From an optimization exercise on the open Yosys and OpenROAD flow, aimed at small area; shortcuts taken in it are not production practice.
Only simulation tests tie the RTL to the original design; equivalence was not proved.
Power figures rest on the tool's default switching activity, not on a simulated workload.

$ cat flow/design.v
module DDRControlModule(input clk, input reset,
    input  io_init_calib_complete,
    input  io_mig_data_valid,
    input  io_mig_rdy,
    input  io_mig_wdf_rdy,
    input [127:0] io_data_from_mig,
    input  io_ram_en,
    input  io_ram_write,
    input [29:0] io_ram_addr,
    input [255:0] io_data_to_ram,
    output[2:0] io_cmd_to_mig,
    output io_app_en,
    output io_ram_rdy,
    output io_app_wdf_wren,
    output io_app_wdf_end,
    output[26:0] io_addr_to_mig,
    output[127:0] io_data_to_mig,
    output[255:0] io_data_to_cpu,
    output[4:0] io_state_to_cpu
);
  reg [4:0] state;
  wire[4:0] T283;
  wire[4:0] T0;
  wire[4:0] T1;
  wire[4:0] T2;
  wire[4:0] T3;
  wire[4:0] T4;
  wire[4:0] T5;
  wire[4:0] T6;
  wire[4:0] T7;
  wire[4:0] T8;
  wire[4:0] T9;
  wire[4:0] T10;
  wire[4:0] T11;
  wire[4:0] T12;
  wire[4:0] T13;
  wire[4:0] T14;
  wire[4:0] T15;
  wire[4:0] T16;
  wire[4:0] T17;
  wire[4:0] T18;
  wire[4:0] T19;
  wire[4:0] T20;
  wire[4:0] T21;
  wire[4:0] T22;
  wire[4:0] T23;
  wire[4:0] T24;
  wire[4:0] T25;
  wire[4:0] T26;
  wire[4:0] T27;
  wire[4:0] T28;
  wire T29;
  wire T30;
  wire T31;
  wire T32;
  wire T33;
  wire not_move;
  wire T34;
  wire T35;
  reg  ram_write_old;
  wire T284;
  wire T36;
  wire T37;
  wire T38;
  wire[22:0] T39;
  wire[22:0] T285;
  reg [21:0] ram_addr_old;
  wire[21:0] T286;
  wire[22:0] T287;
  wire[22:0] T40;
  wire[22:0] T288;
  wire[22:0] T41;
  wire T42;
  wire T43;
  wire T44;
  wire T45;
  wire T46;
  wire T47;
  wire T48;
  wire T49;
  wire T50;
  wire T51;
  wire T52;
  wire T53;
  wire T54;
  wire T55;
  wire T56;
  reg [5:0] counter;
  wire[5:0] T289;
  wire[5:0] T57;
  wire[5:0] T58;
  wire[5:0] T59;
  wire[5:0] T60;
  wire[5:0] T61;
  wire[5:0] T62;
  wire[5:0] T63;
  wire[5:0] T64;
  wire[5:0] T65;
  wire[5:0] T66;
  wire[5:0] T67;
  wire[5:0] T68;
  wire[5:0] T69;
  wire[5:0] T70;
  wire[5:0] T71;
  wire[5:0] T72;
  wire[5:0] T73;
  wire[5:0] T74;
  wire[5:0] T75;
  wire[5:0] T76;
  wire[5:0] T77;
  wire[5:0] T78;
  wire[5:0] T79;
  wire[5:0] T80;
  wire[5:0] T81;
  wire[5:0] T82;
  wire[5:0] T83;
  wire[5:0] T84;
  wire[5:0] T85;
  wire[5:0] T86;
  wire[5:0] T87;
  wire[5:0] T88;
  wire[5:0] T89;
  wire[5:0] T90;
  wire[5:0] T91;
  wire[5:0] T92;
  wire[5:0] T93;
  wire[5:0] T94;
  wire T95;
  wire T96;
  wire[5:0] T97;
  wire T98;
  wire T99;
  wire[5:0] T100;
  wire T101;
  wire T102;
  wire[5:0] T103;
  wire T104;
  wire T105;
  wire[5:0] T106;
  wire T107;
  wire T108;
  wire[5:0] T109;
  wire T110;
  wire T111;
  wire[5:0] T112;
  wire T113;
  wire T114;
  wire[5:0] T115;
  wire T116;
  wire T117;
  wire[5:0] T118;
  wire T119;
  wire T120;
  wire[5:0] T121;
  wire T122;
  wire T123;
  wire[5:0] T124;
  wire T125;
  wire T126;
  wire T127;
  wire T128;
  wire T129;
  wire T130;
  wire T131;
  wire T132;
  wire T133;
  wire T134;
  wire T135;
  wire T136;
  wire T137;
  wire T138;
  wire[127:0] T139;
  wire T140;
  wire T141;
  wire T142;
  wire T143;
  wire T144;
  wire T145;
  wire T146;
  wire T147;
  wire T148;
  wire T149;
  wire T150;
  wire T151;
  wire T152;
  wire T153;
  wire T154;
  wire T155;
  wire T156;
  wire T157;
  wire T158;
  wire T159;
  wire T160;
  wire[127:0] T161;
  wire T162;
  wire T163;
  wire T164;
  wire T165;
  wire T166;
  wire T167;
  wire T168;
  wire T169;
  wire T170;
  wire T171;
  wire T172;
  wire T173;
  wire T174;
  wire T175;
  wire T176;
  wire T177;
  wire T178;
  wire T179;
  wire T180;
  wire T181;
  wire T182;
  wire T183;
  wire[127:0] T184;
  reg [127:0] buffer_old;
  wire[127:0] T290;
  wire[128:0] T291;
  wire[128:0] T185;
  wire[128:0] T186;
  wire[128:0] T292;
  wire[128:0] T187;
  wire[128:0] T293;
  wire[127:0] T188;
  wire[127:0] T189;
  wire[128:0] T190;
  wire[128:0] T191;
  wire[128:0] T192;
  wire[128:0] T294;
  wire[128:0] T193;
  wire[128:0] T295;
  wire[127:0] T194;
  wire[127:0] T195;
  wire[128:0] T196;
  wire[128:0] T197;
  wire[128:0] T198;
  wire T199;
  wire T200;
  wire T201;
  wire T202;
  wire T203;
  wire T204;
  wire T205;
  wire T206;
  wire T207;
  wire T208;
  wire T209;
  wire T210;
  wire T211;
  wire T212;
  wire T213;
  wire T214;
  wire T215;
  wire T216;
  wire T217;
  wire T218;
  wire T219;
  wire T220;
  wire[127:0] T221;
  wire T222;
  wire T223;
  wire T224;
  wire T225;
  wire T226;
  wire T227;
  reg [255:0] buffer;
  wire[255:0] T296;
  wire[256:0] T297;
  wire[256:0] T228;
  wire[256:0] T298;
  wire[255:0] T229;
  wire[255:0] T230;
  wire[255:0] T299;
  wire[127:0] T231;
  wire[127:0] T232;
  wire[255:0] T233;
  wire[255:0] T300;
  wire[128:0] T234;
  wire[128:0] T235;
  wire[126:0] T301;
  wire T302;
  wire[256:0] T236;
  wire[256:0] T303;
  wire[255:0] T237;
  wire[127:0] T238;
  wire[256:0] T239;
  wire[256:0] T240;
  wire[256:0] T241;
  wire[256:0] T304;
  wire[127:0] T242;
  wire[127:0] T243;
  wire[127:0] T244;
  wire[127:0] T245;
  wire[26:0] T305;
  wire[27:0] T246;
  wire[27:0] T247;
  wire[27:0] T248;
  wire[27:0] T249;
  wire[27:0] T250;
  wire[27:0] T251;
  wire[27:0] T252;
  wire[27:0] T253;
  wire[27:0] T254;
  wire[22:0] T255;
  wire[27:0] T256;
  wire[22:0] T257;
  wire[27:0] T258;
  wire[22:0] T259;
  wire[27:0] T260;
  wire[22:0] T261;
  wire[27:0] T262;
  wire[22:0] T263;
  wire[27:0] T264;
  wire[22:0] T265;
  wire[27:0] T266;
  wire[22:0] T267;
  wire[27:0] T268;
  wire[22:0] T269;
  wire T270;
  wire T271;
  wire T272;
  wire T273;
  wire T274;
  wire T275;
  wire T276;
  wire T277;
  wire T278;
  wire T279;
  wire T280;
  wire[2:0] T306;
  wire T281;
  wire T282;
  assign io_state_to_cpu = state;
  assign T283 = reset ? 5'h0 : T0;
  assign T0 = T226 ? 5'h0 : T1;
  assign T1 = T222 ? 5'hf : T2;
  assign T2 = T219 ? 5'hd : T3;
  assign T3 = T216 ? 5'h11 : T4;
  assign T4 = T213 ? 5'h10 : T5;
  assign T5 = T209 ? 5'hd : T6;
  assign T6 = T206 ? 5'hf : T7;
  assign T7 = T203 ? 5'he : T8;
  assign T8 = T199 ? 5'hb : T9;
  assign T9 = T182 ? 5'h9 : T10;
  assign T10 = T179 ? 5'hd : T11;
  assign T11 = T176 ? 5'hc : T12;
  assign T12 = T172 ? 5'h9 : T13;
  assign T13 = T169 ? 5'hb : T14;
  assign T14 = T166 ? 5'ha : T15;
  assign T15 = T162 ? 5'h7 : T16;
  assign T16 = T159 ? 5'h3 : T17;
  assign T17 = T154 ? 5'h11 : T18;
  assign T18 = T151 ? 5'h8 : T19;
  assign T19 = T148 ? 5'h7 : T20;
  assign T20 = T144 ? 5'h4 : T21;
  assign T21 = T140 ? 5'h5 : T22;
  assign T22 = T137 ? 5'h1 : T23;
  assign T23 = T132 ? 5'h3 : T24;
  assign T24 = T129 ? 5'h6 : T25;
  assign T25 = T54 ? 5'h5 : T26;
  assign T26 = T50 ? 5'h2 : T27;
  assign T27 = T48 ? 5'h1 : T28;
  assign T28 = T29 ? 5'h9 : state;
  assign T29 = T32 & T30;
  assign T30 = io_ram_en & T31;
  assign T31 = ~ io_ram_write;
  assign T32 = T46 & T33;
  assign T33 = ~ not_move;
  assign not_move = T43 | T34;
  assign T34 = T37 & T35;
  assign T35 = ram_write_old == io_ram_write;
  assign T284 = reset ? 1'h0 : T36;
  assign T36 = T226 ? io_ram_write : ram_write_old;
  assign T37 = T42 & T38;
  assign T38 = T285 == T39;
  assign T39 = io_ram_addr[25:3];
  assign T285 = {1'h0, ram_addr_old};
  assign T286 = T287[21:0];
  assign T287 = reset ? 23'h0 : T40;
  assign T40 = T226 ? T41 : T288;
  assign T288 = {1'h0, ram_addr_old};
  assign T41 = io_ram_addr[25:3];
  assign T42 = state == 5'h0;
  assign T43 = T45 & T44;
  assign T44 = io_ram_en == 1'h0;
  assign T45 = state == 5'h0;
  assign T46 = io_init_calib_complete & T47;
  assign T47 = state == 5'h0;
  assign T48 = T32 & T49;
  assign T49 = io_ram_en & io_ram_write;
  assign T50 = T52 & T51;
  assign T51 = io_mig_rdy & io_mig_wdf_rdy;
  assign T52 = io_init_calib_complete & T53;
  assign T53 = state == 5'h1;
  assign T54 = T127 & T55;
  assign T55 = io_mig_rdy & T56;
  assign T56 = 6'h3 <= counter;
  assign T289 = reset ? 6'h0 : T57;
  assign T57 = T222 ? 6'h0 : T58;
  assign T58 = T125 ? T124 : T59;
  assign T59 = T213 ? 6'h0 : T60;
  assign T60 = T122 ? T121 : T61;
  assign T61 = T209 ? 6'h0 : T62;
  assign T62 = T206 ? 6'h0 : T63;
  assign T63 = T119 ? T118 : T64;
  assign T64 = T203 ? 6'h0 : T65;
  assign T65 = T116 ? T115 : T66;
  assign T66 = T199 ? 6'h0 : T67;
  assign T67 = T179 ? 6'h0 : T68;
  assign T68 = T113 ? T112 : T69;
  assign T69 = T176 ? 6'h0 : T70;
  assign T70 = T110 ? T109 : T71;
  assign T71 = T172 ? 6'h0 : T72;
  assign T72 = T169 ? 6'h0 : T73;
  assign T73 = T107 ? T106 : T74;
  assign T74 = T166 ? 6'h0 : T75;
  assign T75 = T104 ? T103 : T76;
  assign T76 = T162 ? 6'h0 : T77;
  assign T77 = T154 ? 6'h0 : T78;
  assign T78 = T151 ? 6'h0 : T79;
  assign T79 = T101 ? T100 : T80;
  assign T80 = T148 ? 6'h0 : T81;
  assign T81 = T98 ? T97 : T82;
  assign T82 = T144 ? 6'h0 : T83;
  assign T83 = T140 ? 6'h0 : T84;
  assign T84 = T132 ? 6'h0 : T85;
  assign T85 = T129 ? 6'h0 : T86;
  assign T86 = T95 ? T94 : T87;
  assign T87 = T54 ? 6'h0 : T88;
  assign T88 = T127 ? T93 : T89;
  assign T89 = T50 ? 6'h0 : T90;
  assign T90 = T32 ? 6'h0 : T91;
  assign T91 = io_init_calib_complete ? T92 : counter;
  assign T92 = counter + 6'h1;
  assign T93 = counter + 6'h1;
  assign T94 = counter + 6'h1;
  assign T95 = io_init_calib_complete & T96;
  assign T96 = state == 5'h5;
  assign T97 = counter + 6'h1;
  assign T98 = io_init_calib_complete & T99;
  assign T99 = state == 5'h4;
  assign T100 = counter + 6'h1;
  assign T101 = io_init_calib_complete & T102;
  assign T102 = state == 5'h7;
  assign T103 = counter + 6'h1;
  assign T104 = io_init_calib_complete & T105;
  assign T105 = state == 5'h9;
  assign T106 = counter + 6'h1;
  assign T107 = io_init_calib_complete & T108;
  assign T108 = state == 5'ha;
  assign T109 = counter + 6'h1;
  assign T110 = io_init_calib_complete & T111;
  assign T111 = state == 5'hb;
  assign T112 = counter + 6'h1;
  assign T113 = io_init_calib_complete & T114;
  assign T114 = state == 5'hc;
  assign T115 = counter + 6'h1;
  assign T116 = io_init_calib_complete & T117;
  assign T117 = state == 5'hd;
  assign T118 = counter + 6'h1;
  assign T119 = io_init_calib_complete & T120;
  assign T120 = state == 5'he;
  assign T121 = counter + 6'h1;
  assign T122 = io_init_calib_complete & T123;
  assign T123 = state == 5'hf;
  assign T124 = counter + 6'h1;
  assign T125 = io_init_calib_complete & T126;
  assign T126 = state == 5'h10;
  assign T127 = io_init_calib_complete & T128;
  assign T128 = state == 5'h2;
  assign T129 = T95 & T130;
  assign T130 = io_mig_rdy & T131;
  assign T131 = 6'h1 <= counter;
  assign T132 = T135 & T133;
  assign T133 = io_mig_data_valid & T134;
  assign T134 = 6'h4 <= counter;
  assign T135 = io_init_calib_complete & T136;
  assign T136 = state == 5'h6;
  assign T137 = T132 & T138;
  assign T138 = io_data_from_mig != T139;
  assign T139 = io_data_to_ram[127:0];
  assign T140 = T135 & T141;
  assign T141 = T143 & T142;
  assign T142 = 6'h3c <= counter;
  assign T143 = ~ io_mig_data_valid;
  assign T144 = T146 & T145;
  assign T145 = io_mig_rdy & io_mig_wdf_rdy;
  assign T146 = io_init_calib_complete & T147;
  assign T147 = state == 5'h3;
  assign T148 = T98 & T149;
  assign T149 = io_mig_rdy & T150;
  assign T150 = 6'h3 <= counter;
  assign T151 = T101 & T152;
  assign T152 = io_mig_rdy & T153;
  assign T153 = 6'h1 <= counter;
  assign T154 = T157 & T155;
  assign T155 = io_mig_data_valid & T156;
  assign T156 = 6'h4 <= counter;
  assign T157 = io_init_calib_complete & T158;
  assign T158 = state == 5'h8;
  assign T159 = T154 & T160;
  assign T160 = io_data_from_mig != T161;
  assign T161 = io_data_to_ram[255:128];
  assign T162 = T157 & T163;
  assign T163 = T165 & T164;
  assign T164 = 6'h3c <= counter;
  assign T165 = ~ io_mig_data_valid;
  assign T166 = T104 & T167;
  assign T167 = io_mig_rdy & T168;
  assign T168 = 6'h1 <= counter;
  assign T169 = T107 & T170;
  assign T170 = io_mig_data_valid & T171;
  assign T171 = 6'h4 <= counter;
  assign T172 = T107 & T173;
  assign T173 = T175 & T174;
  assign T174 = 6'h3c <= counter;
  assign T175 = ~ io_mig_data_valid;
  assign T176 = T110 & T177;
  assign T177 = io_mig_rdy & T178;
  assign T178 = 6'h1 <= counter;
  assign T179 = T113 & T180;
  assign T180 = io_mig_data_valid & T181;
  assign T181 = 6'h4 <= counter;
  assign T182 = T179 & T183;
  assign T183 = io_data_from_mig != T184;
  assign T184 = buffer_old;
  assign T290 = T291[127:0];
  assign T291 = reset ? 129'h0 : T185;
  assign T185 = T206 ? T193 : T186;
  assign T186 = T169 ? T187 : T292;
  assign T292 = {1'h0, buffer_old};
  assign T187 = T190 | T293;
  assign T293 = {1'h0, T188};
  assign T188 = T189 << 1'h0;
  assign T189 = io_data_from_mig & 128'hffffffffffffffffffffffffffffffff;
  assign T190 = T294 & T191;
  assign T191 = ~ T192;
  assign T192 = 129'hffffffffffffffffffffffffffffffff;
  assign T294 = {1'h0, buffer_old};
  assign T193 = T196 | T295;
  assign T295 = {1'h0, T194};
  assign T194 = T195 << 1'h0;
  assign T195 = io_data_from_mig & 128'hffffffffffffffffffffffffffffffff;
  assign T196 = T186 & T197;
  assign T197 = ~ T198;
  assign T198 = 129'hffffffffffffffffffffffffffffffff;
  assign T199 = T113 & T200;
  assign T200 = T202 & T201;
  assign T201 = 6'h3c <= counter;
  assign T202 = ~ io_mig_data_valid;
  assign T203 = T116 & T204;
  assign T204 = io_mig_rdy & T205;
  assign T205 = 6'h1 <= counter;
  assign T206 = T119 & T207;
  assign T207 = io_mig_data_valid & T208;
  assign T208 = 6'h4 <= counter;
  assign T209 = T119 & T210;
  assign T210 = T212 & T211;
  assign T211 = 6'h3c <= counter;
  assign T212 = ~ io_mig_data_valid;
  assign T213 = T122 & T214;
  assign T214 = io_mig_rdy & T215;
  assign T215 = 6'h1 <= counter;
  assign T216 = T125 & T217;
  assign T217 = io_mig_data_valid & T218;
  assign T218 = 6'h4 <= counter;
  assign T219 = T216 & T220;
  assign T220 = io_data_from_mig != T221;
  assign T221 = buffer_old;
  assign T222 = T125 & T223;
  assign T223 = T225 & T224;
  assign T224 = 6'h3c <= counter;
  assign T225 = ~ io_mig_data_valid;
  assign T226 = io_init_calib_complete & T227;
  assign T227 = state == 5'h11;
  assign io_data_to_cpu = buffer;
  assign T296 = T297[255:0];
  assign T297 = reset ? 257'h0 : T228;
  assign T228 = T216 ? T236 : T298;
  assign T298 = {1'h0, T229};
  assign T229 = T179 ? T230 : buffer;
  assign T230 = T233 | T299;
  assign T299 = {128'h0, T231};
  assign T231 = T232 << 1'h0;
  assign T232 = io_data_from_mig & 128'hffffffffffffffffffffffffffffffff;
  assign T233 = buffer & T300;
  assign T300 = {T301, T234};
  assign T234 = ~ T235;
  assign T235 = 129'hffffffffffffffffffffffffffffffff;
  assign T301 = T302 ? 127'h7fffffffffffffffffffffffffffffff : 127'h0;
  assign T302 = T234[128];
  assign T236 = T239 | T303;
  assign T303 = {1'h0, T237};
  assign T237 = T238 << 8'h80;
  assign T238 = io_data_from_mig & 128'hffffffffffffffffffffffffffffffff;
  assign T239 = T304 & T240;
  assign T240 = ~ T241;
  assign T241 = 257'hffffffffffffffffffffffffffffffff00000000000000000000000000000000;
  assign T304 = {1'h0, T229};
  assign io_data_to_mig = T242;
  assign T242 = T146 ? T245 : T243;
  assign T243 = T52 ? T244 : 128'h0;
  assign T244 = io_data_to_ram[127:0];
  assign T245 = io_data_to_ram[255:128];
  assign io_addr_to_mig = T305;
  assign T305 = T246[26:0];
  assign T246 = T122 ? T268 : T247;
  assign T247 = T116 ? T266 : T248;
  assign T248 = T110 ? T264 : T249;
  assign T249 = T104 ? T262 : T250;
  assign T250 = T101 ? T260 : T251;
  assign T251 = T146 ? T258 : T252;
  assign T252 = T95 ? T256 : T253;
  assign T253 = T52 ? T254 : 28'h0;
  assign T254 = {T255, 5'h0};
  assign T255 = io_ram_addr[25:3];
  assign T256 = {T257, 5'h0};
  assign T257 = io_ram_addr[25:3];
  assign T258 = {T259, 5'h10};
  assign T259 = io_ram_addr[25:3];
  assign T260 = {T261, 5'h10};
  assign T261 = io_ram_addr[25:3];
  assign T262 = {T263, 5'h0};
  assign T263 = io_ram_addr[25:3];
  assign T264 = {T265, 5'h0};
  assign T265 = io_ram_addr[25:3];
  assign T266 = {T267, 5'h10};
  assign T267 = io_ram_addr[25:3];
  assign T268 = {T269, 5'h10};
  assign T269 = io_ram_addr[25:3];
  assign io_app_wdf_end = T270;
  assign T270 = T146 ? 1'h1 : T52;
  assign io_app_wdf_wren = T271;
  assign T271 = T146 ? 1'h1 : T52;
  assign io_ram_rdy = T272;
  assign T272 = not_move | T273;
  assign T273 = state == 5'h11;
  assign io_app_en = T274;
  assign T274 = T122 ? 1'h1 : T275;
  assign T275 = T116 ? 1'h1 : T276;
  assign T276 = T110 ? 1'h1 : T277;
  assign T277 = T104 ? 1'h1 : T278;
  assign T278 = T101 ? 1'h1 : T279;
  assign T279 = T146 ? 1'h1 : T280;
  assign T280 = T95 ? 1'h1 : T52;
  assign io_cmd_to_mig = T306;
  assign T306 = {2'h0, T281};
  assign T281 = T146 ? 1'h0 : T282;
  assign T282 = T52 == 1'h0;
  always @(posedge clk) begin
    if(reset) begin
      state <= 5'h0;
    end else if(T226) begin
      state <= 5'h0;
    end else if(T222) begin
      state <= 5'hf;
    end else if(T219) begin
      state <= 5'hd;
    end else if(T216) begin
      state <= 5'h11;
    end else if(T213) begin
      state <= 5'h10;
    end else if(T209) begin
      state <= 5'hd;
    end else if(T206) begin
      state <= 5'hf;
    end else if(T203) begin
      state <= 5'he;
    end else if(T199) begin
      state <= 5'hb;
    end else if(T182) begin
      state <= 5'h9;
    end else if(T179) begin
      state <= 5'hd;
    end else if(T176) begin
      state <= 5'hc;
    end else if(T172) begin
      state <= 5'h9;
    end else if(T169) begin
      state <= 5'hb;
    end else if(T166) begin
      state <= 5'ha;
    end else if(T162) begin
      state <= 5'h7;
    end else if(T159) begin
      state <= 5'h3;
    end else if(T154) begin
      state <= 5'h11;
    end else if(T151) begin
      state <= 5'h8;
    end else if(T148) begin
      state <= 5'h7;
    end else if(T144) begin
      state <= 5'h4;
    end else if(T140) begin
      state <= 5'h5;
    end else if(T137) begin
      state <= 5'h1;
    end else if(T132) begin
      state <= 5'h3;
    end else if(T129) begin
      state <= 5'h6;
    end else if(T54) begin
      state <= 5'h5;
    end else if(T50) begin
      state <= 5'h2;
    end else if(T48) begin
      state <= 5'h1;
    end else if(T29) begin
      state <= 5'h9;
    end
    if(reset) begin
      ram_write_old <= 1'h0;
    end else if(T226) begin
      ram_write_old <= io_ram_write;
    end
    ram_addr_old <= T286;
    if(reset) begin
      counter <= 6'h0;
    end else if(T222) begin
      counter <= 6'h0;
    end else if(T125) begin
      counter <= T124;
    end else if(T213) begin
      counter <= 6'h0;
    end else if(T122) begin
      counter <= T121;
    end else if(T209) begin
      counter <= 6'h0;
    end else if(T206) begin
      counter <= 6'h0;
    end else if(T119) begin
      counter <= T118;
    end else if(T203) begin
      counter <= 6'h0;
    end else if(T116) begin
      counter <= T115;
    end else if(T199) begin
      counter <= 6'h0;
    end else if(T179) begin
      counter <= 6'h0;
    end else if(T113) begin
      counter <= T112;
    end else if(T176) begin
      counter <= 6'h0;
    end else if(T110) begin
      counter <= T109;
    end else if(T172) begin
      counter <= 6'h0;
    end else if(T169) begin
      counter <= 6'h0;
    end else if(T107) begin
      counter <= T106;
    end else if(T166) begin
      counter <= 6'h0;
    end else if(T104) begin
      counter <= T103;
    end else if(T162) begin
      counter <= 6'h0;
    end else if(T154) begin
      counter <= 6'h0;
    end else if(T151) begin
      counter <= 6'h0;
    end else if(T101) begin
      counter <= T100;
    end else if(T148) begin
      counter <= 6'h0;
    end else if(T98) begin
      counter <= T97;
    end else if(T144) begin
      counter <= 6'h0;
    end else if(T140) begin
      counter <= 6'h0;
    end else if(T132) begin
      counter <= 6'h0;
    end else if(T129) begin
      counter <= 6'h0;
    end else if(T95) begin
      counter <= T94;
    end else if(T54) begin
      counter <= 6'h0;
    end else if(T127) begin
      counter <= T93;
    end else if(T50) begin
      counter <= 6'h0;
    end else if(T32) begin
      counter <= 6'h0;
    end else if(io_init_calib_complete) begin
      counter <= T92;
    end
    buffer_old <= T290;
    buffer <= T296;
  end
endmodule
$ cat flow/run.sh
#!/bin/bash
# synth_recipe.tcl (not shown) runs the flow's synth.tcl, then flattens the netlist and writes it again
# the make line also repeats each setting of config.mk as NAME=value (left out here)
make -C /OpenROAD-flow-scripts/flow DESIGN_CONFIG=/design/flow/config.mk WORK_HOME=/design/flow/orfs CLKGATE_MAP_FILE= SYNTH_SCRIPT=/design/flow/synth_recipe.tcl finish
$ cat flow/config.mk
export PLATFORM = sky130hd
export DESIGN_NAME = DDRControlModule
export DESIGN_NICKNAME = DDRControlModule
export VERILOG_FILES = /design/flow/design.v
export SDC_FILE = /design/flow/constraint.sdc
export NUM_CORES = 4
export LEC_CHECK = 0
export CAP_MARGIN = 20
export CORE_AREA = 5 5 315 315
export DIE_AREA = 0 0 320 320
export SLEW_MARGIN = 20
$ cat flow/constraint.sdc
create_clock -name core_clock -period 7.0 [get_ports {clk}]
set_input_delay 1.4000 -clock core_clock [delete_from_list [all_inputs] [get_ports {clk}]]
set_output_delay 1.4000 -clock core_clock [all_outputs]
set_load 0.01 [all_outputs]
==> summary.txt <==
[per-layer routing]
metal,vias up,wire length [um],GRT usage
met4,2,5320,0.0905
met3,176,11100,0.0541
met2,1113,65600,0.426
met1,11300,63800,0.365
li1,10624,-,-
met5,-,13,0
[synthesized netlist by cell type, drive strengths merged (2+ instances only)]
master,count
nor4b,2
clkbuf,285
a211oi,2
and2,28
nand2,834
xor2,231
and3,2
a31oi,4
nand3b,3
nor2b,5
o21bai,2
ha,2
buf,27
xnor2,176
nand2b,4
nor2,28
a21oi,420
dfxtp,418
a22oi,3
o2bb2ai,2
a22o,129
mux2i,2
o2111ai,2
nand4b,2
nor3,8
nand4,63
or2,3
nand3,10
nor4,74
o221ai,4
o31ai,2
o21ai,9
o22ai,3
inv,10
a21boi,2
[metrics by stage]
step / total power [mW] / util / std cells / instance area [sq um]
2_1_floorplan: 2.84 / - / 2823 / 21500
3_3_place_gp: 3.59 / 0.324 / 4676 / 30900
3_5_place_dp: 3.58 / 0.324 / 4677 / 30900
4_1_cts: 6.71 / 0.345 / 4777 / 32800
5_1_grt: 6.83 / 0.345 / 4785 / 32900
6_report: 6.63 / 0.345 / 4789 / 32900
[power by group through the flow]
stage               Clock, mW  Combinational [mW]  Sequential [mW]
floorplan                   0               0.401             2.44
global placement            0                1.14             2.45
detailed placement          0                1.14             2.45
CTS                      3.17                1.14             2.40
global route             3.26                1.18             2.40
finish                   3.10                1.13             2.40
[worst min-delay path, delay by kind of cell, from the launching register on]
kind,cells,cell delay [ns]
AO/OA/AOI/OAI,1,0.05
flip-flops,1,0.31
AND/OR/NAND/NOR,1,0.05
[area by class of cell]
cell class              count  area (sq um)  share of cell area
clock inverters            26           440              0.0134
repair buffers            901          8930               0.272
clock buffers              74          1540              0.0467
diodes                     12          30.0            0.000914
flip-flops and latches    418          8370               0.255
well taps                1265          1580              0.0482
multi-input cells        2083         11900               0.363
inverters                  10          37.5             0.00114
[registers in the layout, summed over array words and instances (netlist names)]
name / cells
buffer_old: 128
counter: 6
buffer: 256
ram_addr_old: 22
ram_write_old: 1
state: 5
[path summary, 6_finish.rpt]
kind | startpoint | to | slack [ns] | cells past startpoint
worst min register to register | buffer[6] | buffer[6] | 0.45 | 2
worst min-delay path | buffer[6] | buffer[6] | 0.45 | 2
worst max register to register | counter[2] | buffer_old[7] | 3.75 | 6
worst max-delay path | io_init_calib_complete | io_data_to_mig[103] | 1.16 | 7
[cell families (layout without fill, tap and decap cells)]
family                   count (synthesis)  count (layout)  share of synthesized area
AO/OA/AOI/OAI                          593             593                      0.168
XOR/XNOR                               407             407                      0.166
adder cells (fa/ha/maj)                  2               2                    0.00117
buffers and inverters                  322            1011                     0.0590
flip-flops                             418             418                      0.390
multiplexers                             2               2                   0.000932
other                                    1              18                   0.000175
AND/OR/NAND/NOR                       1073            1073                      0.215
[cells in the final DEF, fill, tap and decap left out, drive strengths merged, types with 12 or more instances in the layout]
cell type | Yosys | final
a21oi | 420 | 420
a22o | 129 | 129
and2 | 28 | 28
buf | 27 | 71
clkbuf | 285 | 74
clkdlybuf4s50 | 0 | 830
dfxtp | 418 | 418
diode | 0 | 12
inv | 10 | 14
nand2 | 834 | 834
nand4 | 63 | 63
nor2 | 28 | 28
nor4 | 74 | 74
xnor2 | 176 | 176
xor2 | 231 | 231
==> impl_metrics.env <==
export IMPL_power_switching_mw=1.94
export IMPL_maxSlewHeadroom=0.220
export IMPL_synth_seq_area_share=0.390
export IMPL_worst_path_largest_cell_delay_ns=0.79
export IMPL_yosys_area_top_type_share=0.390
export IMPL_skew_ns=0.0350
export IMPL_wire_per_inst_um=30.5
export IMPL_vias_per_cell=4.85
export IMPL_crit_path_start_kind="input pin"
export IMPL_hold_violations=0
export IMPL_clock_sink_count=418
export IMPL_grt_max_degree=169
export IMPL_cp_end_kind="output port"
export IMPL_die_h_um=320
export IMPL_synth_cell_type_count=63
export IMPL_dr_total_vias=23215
export IMPL_combPwrFrac=0.171
export IMPL_finalCriticalPeriod_ns=5.84
export IMPL_dieArea_sq_um=102000
export IMPL_io_buffers=831
export IMPL_antenna_found_initial=23
export IMPL_critPathArrivalTime_ns=4.44
export IMPL_drt_first_pass_iters=5
export IMPL_synth_seq_cells=418
export IMPL_crit_family="buffers and inverters"
export IMPL_min_path_type="register to register"
export IMPL_cts_setup_buffers=0
export IMPL_cts_resized=0
export IMPL_synth_warnings=1
export IMPL_p_clk_frac=0.468
export IMPL_synth_ff_type="dfxtp_1"
export IMPL_path_clk_slew_ns=0.06
export IMPL_slowest_stage="and2_4"
export IMPL_syn_cell_area_sq_um=21500
export IMPL_tightestPinTransition_ns=1.16
export IMPL_cp_num_buf_inv=4
export IMPL_io_pins=845
export IMPL_synthArstFlopShare=0
export IMPL_initial_core_util=0.226
export IMPL_die_w_um=320
export IMPL_synth_area_per_cell_sq_um=7.62
export IMPL_finalSetupViolations=0
export IMPL_drcViolationCount=0
export IMPL_synth_area_leaders="dfxtp_1, nand2_1, a21oi_1"
export IMPL_crit_path_max_fanout=39
export IMPL_internal_power_mw=4.69
export IMPL_cts_tree="yes"
export IMPL_fin_setup_tns_ns=0
export IMPL_outcome="timing/DRC/antenna clean"
export IMPL_grt_pass1_wl_um=191000
export IMPL_crit_required_ns=5.60
export IMPL_p_seq_frac=0.361
export IMPL_core_sq_um=95200
export IMPL_drive_gt1_frac=0.0544
export IMPL_cts_buffers=53
export IMPL_syn2layout_area_growth_pct=53.0
export IMPL_n_fill_cell=9930
export IMPL_p_sw_frac=0.292
export IMPL_root_buffer="clkbuf_16"
export IMPL_synth_top_cell_by_area="dfxtp_1"
export IMPL_final_nets=3891
export IMPL_finalMaxSlewViolations=0
export IMPL_routabilityCongestion=0.906
export IMPL_grt_pass1_vias=21834
export IMPL_finalCritPeriodShare=0.834
export IMPL_place_ws_ns=1.19
export IMPL_dp_hpwl_um=116000
export IMPL_rsz0062_at_grt="no"
export IMPL_p_leak_nw=10.8
export IMPL_clock_latency_ns=0.66
export IMPL_cp_cell_sequence="clkdlybuf4s50_1, buf_4, nor4b_1, and2_4, buf_4, a22o_1, clkdlybuf4s50_1"
export IMPL_track_usage=0.268
export IMPL_holdWs_ns=0.453
export IMPL_drt_total_wl_um=146000
export IMPL_max_clock_freq_mhz=171
export IMPL_drtIter0Drc=2299
export IMPL_drv_cap=0
export IMPL_p_per_area_nw_per_um2=202
export IMPL_vdd_drop_max_mv=0.205
export IMPL_setup_slack_ns=1.16
export IMPL_ant_nets=0
export IMPL_h_tree_depth=2
export IMPL_synth_edf_count=0
export IMPL_ctsHoldBuffers=0
export IMPL_syn_inst=2818
export IMPL_grt_ovfl_total=0
export IMPL_clk_path_buf_depth=3
export IMPL_rows=113
export IMPL_path_class="input pin to output port"

==> afterwards: timing with drivers on the ports <==
No port has a modelled driver above. Below, the same layout with a new extraction and two added sets of constraints.
Step 1 (the two cells are an assumption about what drives the block):
set clk [get_ports {clk}]
set_driving_cell -lib_cell sky130_fd_sc_hd__clkbuf_16 $clk
set_driving_cell -lib_cell sky130_fd_sc_hd__buf_2 [delete_from_list [all_inputs] $clk]
Step 2, shift: input delay + t, output delay - t, t = (earliest + latest rising clock arrival at the registers) / 2. This alone moves slack from input paths to output paths.
a / b / c = no drivers / after step 1 / after step 2; a / b = the first two.
shift t [ns]: 0.706
setup WS [ns]: 1.160 / 1.129 / 1.129
hold slack, ns: 0.453 / 0.453 / 0.453
worst setup path at the end: input to output
worst register clock-pin slew, ns: 0.07 / 0.07
After both steps this run still meets setup and hold. For this run, drivers alone change the setup slack by -0.031 ns; drivers and shift together by -0.031 ns.
